Background: an optimization exercise with open tools, aiming at small area and a short achievable clock period. Do not read the settings as production practice. At most, simulation tests tie the RTL to the original design; equivalence was not proved. Power is estimated from default activity; no workload was simulated.

== JK ==
## processor
module processor(
  input clk,
  input rst,
  input [31:0] instruction,
  output [31:0] instruction_addr);
For scale: ~4300 cells after synthesis, about 1100 flip-flops, roughly 66 I/O pins.
==> module processor, before the edit <==
module processor(
  input clk,
  input rst,
  input [31:0] instruction,
  output [31:0] instruction_addr);
  wire [4:0] op   = instruction[31:27];
  wire       br   = instruction[26];
  wire       w    = instruction[25];
  wire       i    = instruction[24];
  wire [4:0] dst  = instruction[23:19];
  wire [4:0] src1 = instruction[18:14];
  wire [4:0] src2 = instruction[13:9];
  wire [4:0] imm  = instruction[8:4];
  reg [31:0] pc;
  assign instruction_addr = pc;
  wire [31:0] t;
  reg [31:0] rf [0:31];
  always @(posedge clk)
    if (w) rf[dst] <= t;
  wire [31:0] a = rf[src1];
  wire [31:0] b = rf[src2];
  genvar g;
  wire op_add = (op == 5'd0);
  wire op_sub = (op == 5'd1);
  wire op_mul = (op == 5'd2);
  wire op_shl = (op == 5'd3);
  wire op_and = (op == 5'd4);
  wire op_or  = (op == 5'd5);
  wire s_mul = i & op_mul;
  wire s_as  = i & (op_add | op_sub);
  wire s_add = i & op_add;
  wire s_sub = i & op_sub;
  wire [31:0] X;
  xrow XR(.a(a), .b(b), .imm(imm), .s_add(s_add), .s_sub(s_sub),
          .s_and(i & op_and), .s_or(i & op_or), .s_imm(~i), .X(X));
  wire [15:0] bone, btwo, bneg;
  wire kill;
  booth_enc BE(.b(b), .s_mul(s_mul), .s_shl(i & op_shl), .s_as(s_as), .bone(bone), .btwo(btwo), .bneg(bneg), .kill(kill));
  wire [31:0] ms, mc;
  csa_tree T(.a(a), .bone(bone), .btwo(btwo), .bneg(bneg), .X(X),
             .s_sub(s_sub), .ms(ms), .mc(mc));
    add32 AT(.x(ms), .y(mc), .kill(kill), .s(t));
  wire [31:0] pct;
  next_pc NP(.pc(pc), .ms(ms), .mc(mc), .pcn(pct));
  wire [31:0] pc1 = pc + 32'd1;
  wire sel_t = ~rst & br & ~kill;
  wire [31:0] other = rst ? 32'd0 : (br ? pc : pc1);
  always @(posedge clk)
    pc <= (pct & {32{sel_t}}) | (other & {32{~sel_t}});
endmodule
make LEC_CHECK=0 CAP_MARGIN=20 CORE_MARGIN=2 CORE_UTILIZATION=60 PLACE_DENSITY=0.72 SETUP_SLACK_MARGIN=2.5 SLEW_MARGIN=20 SYNTH_HIERARCHICAL=1 SYNTH_MINIMUM_KEEP_SIZE=0 TNS_END_PERCENT=5 finish   # period 12.5 ns
run.sh (not shown) runs the stock make flow with config.mk's settings and CLKGATE_MAP_FILE= SYNTH_SCRIPT=/design/flow/synth_recipe.tcl, a recipe that flattens the netlist after the stock synthesis.
The following lists how MS was set up differently from JK:
--- a/flow/design.v
+++ b/flow/design.v
@@ -921,8 +921,12 @@
   wire [31:0] pct;
   next_pc NP(.pc(pc), .ms(ms), .mc(mc), .pcn(pct));
   wire [31:0] pc1 = pc + 32'd1;
-  wire sel_t = ~rst & br & ~kill;
-  wire [31:0] other = rst ? 32'd0 : (br ? pc : pc1);
-  always @(posedge clk)
-    pc <= (pct & {32{sel_t}}) | (other & {32{~sel_t}});
+  always @(posedge clk) begin
+    if (rst)
+      pc <= 32'd0;
+    else if (br)
+      pc <= kill ? pc : pct;
+    else
+      pc <= pc1;
+  end
 endmodule
==> comparison <==
MS reached the final stage; the timing, DRC and antenna checks on its layout passed. From JK to MS the numbers moved as follows: clock skew +0.032 ns; synthesized area did not really move. MS improves on JK in register-to-register slack. The routed length on met3 reported for MS is smaller than that of JK by about 10%. When MS is set beside JK, its internal power turns out to be 0.83% larger. Synthesized-area fraction occupied by ao, oa, aoi and oai cells (MS over JK): increase, 0.51 points.
Function not checked in JK: the RTL went through the layout flow alone.

--- another note on this design; it stands on its own ---

== the previous run ==
## processor
module processor(
  input clk,
  input rst,
  input [31:0] instruction,
  output [31:0] instruction_addr);
  wire [4:0] op   = instruction[31:27];
  wire       br   = instruction[26];
  wire       w    = instruction[25];
  wire       i    = instruction[24];
  wire [4:0] dst  = instruction[23:19];
  wire [4:0] src1 = instruction[18:14];
  wire [4:0] src2 = instruction[13:9];
  wire [4:0] imm  = instruction[8:4];
  reg [31:0] pc;
  assign instruction_addr = pc;
  wire [31:0] t;
  reg [31:0] rf [0:31];
  always @(posedge clk)
    if (w) rf[dst] <= t;
  wire [31:0] a = rf[src1];
  wire [31:0] b = rf[src2];
  genvar g;
  wire op_add = (op == 5'd0);
  wire op_sub = (op == 5'd1);
  wire op_mul = (op == 5'd2);
  wire op_shl = (op == 5'd3);
  wire op_and = (op == 5'd4);
  wire op_or  = (op == 5'd5);
  wire s_mul = i & op_mul;
  wire s_as  = i & (op_add | op_sub);
  wire s_add = i & op_add;
  wire s_sub = i & op_sub;
  wire [31:0] X;
  xrow XR(.a(a), .b(b), .imm(imm), .s_add(s_add), .s_sub(s_sub),
          .s_and(i & op_and), .s_or(i & op_or), .s_imm(~i), .X(X));
  wire [15:0] bone, btwo, bneg;
  wire [31:0] am;
  booth_enc BE(.a(a), .am(am), .b(b), .s_mul(s_mul), .s_shl(i & op_shl), .s_as(s_as), .bone(bone), .btwo(btwo), .bneg(bneg));
  wire [31:0] ms, mc;
  csa_tree T(.a(am), .bone(bone), .btwo(btwo), .bneg(bneg), .X(X),
             .s_sub(s_sub), .ms(ms), .mc(mc));
  add32 AT(.x(ms), .y(mc), .cin(1'b0), .s(t));
  wire [31:0] pct;
  next_pc NP(.pc(pc), .ms(ms), .mc(mc), .pcn(pct));
  wire [31:0] pc1 = pc + 32'd1;
  always @(posedge clk) begin
    if (rst)
      pc <= 32'd0;
    else if (br)
      pc <= pct;
    else
      pc <= pc1;
  end
endmodule
==> flow/config.mk <==
export PLATFORM = sky130hd
export DESIGN_NAME = processor
export DESIGN_NICKNAME = processor
export VERILOG_FILES = /design/flow/design.v
export SDC_FILE = /design/flow/constraint.sdc
export NUM_CORES = 4
export LEC_CHECK = 0
export CAP_MARGIN = 20
export CORE_MARGIN = 2
export CORE_UTILIZATION = 60
export PLACE_DENSITY = 0.72
export SETUP_SLACK_MARGIN = 1.5
export SLEW_MARGIN = 20
export SYNTH_HIERARCHICAL = 1
export SYNTH_MINIMUM_KEEP_SIZE = 0
export TNS_END_PERCENT = 5
==> flow/constraint.sdc <==
create_clock -name core_clock -period 12.5 [get_ports {clk}]
set_input_delay 2.5000 -clock core_clock [delete_from_list [all_inputs] [get_ports {clk}]]
set_output_delay 2.5000 -clock core_clock [all_outputs]
set_load 0.01 [all_outputs]
run.sh (not shown) runs the stock make flow with config.mk's settings and CLKGATE_MAP_FILE= SYNTH_SCRIPT=/design/flow/synth_recipe.tcl, a recipe that flattens the netlist after the stock synthesis.
diff inputs: the previous run => the current run
Settings: SETUP_SLACK_MARGIN: 1.5 -> 2.5; TNS_END_PERCENT: 5 -> unset.
Results
The current run: final period demand of the worst path is 560 ps lower than what the previous run reported. Run comparison: the previous run largest cell class by area flip-flops and latches; the current run largest cell class by area multi-input gates. Summary of the comparison: largest net degree at the start of global routing is higher in the current run, relative to the previous run. The maximum fanout count along the critical path in the current run is 1.12 times that in the previous run. The current run: endpoint arrival time on the critical path is 640 ps lower than what the previous run reported.

## static timing again, ports no longer ideal
How much do the figures lean on ideal ports? The routed layouts below were timed once more, with nothing changed but the port constraints.
Step 1 sets driving cells, clkbuf_16 on the clock port and buf_2 on the other inputs (assumed; they add their load-dependent delay and slew).
Step 2 moves the port delays by t, midway between the first and last clock arrival at a register: inputs arrive t later, outputs are due t later. That takes back most of the time a late clock gives input paths.
Three values: ideal, step 1, step 2; two values: the first two.
run	t, ns	setup WS [ns]	worst slew at a driven data input, ns
JK	0.770	2.490 / 2.186 / 1.416	0.42
MS	0.756	2.523 / 2.258 / 1.502	0.36
the previous run	0.756	1.627 / 1.622 / 0.867	0.21
the current run	0.781	2.184 / 1.846 / 1.065	0.47
After both steps every run listed still meets setup and hold. The setup slack of the current run, which loses most, moves by -0.338 ns with the drivers and by -1.119 ns with both steps.
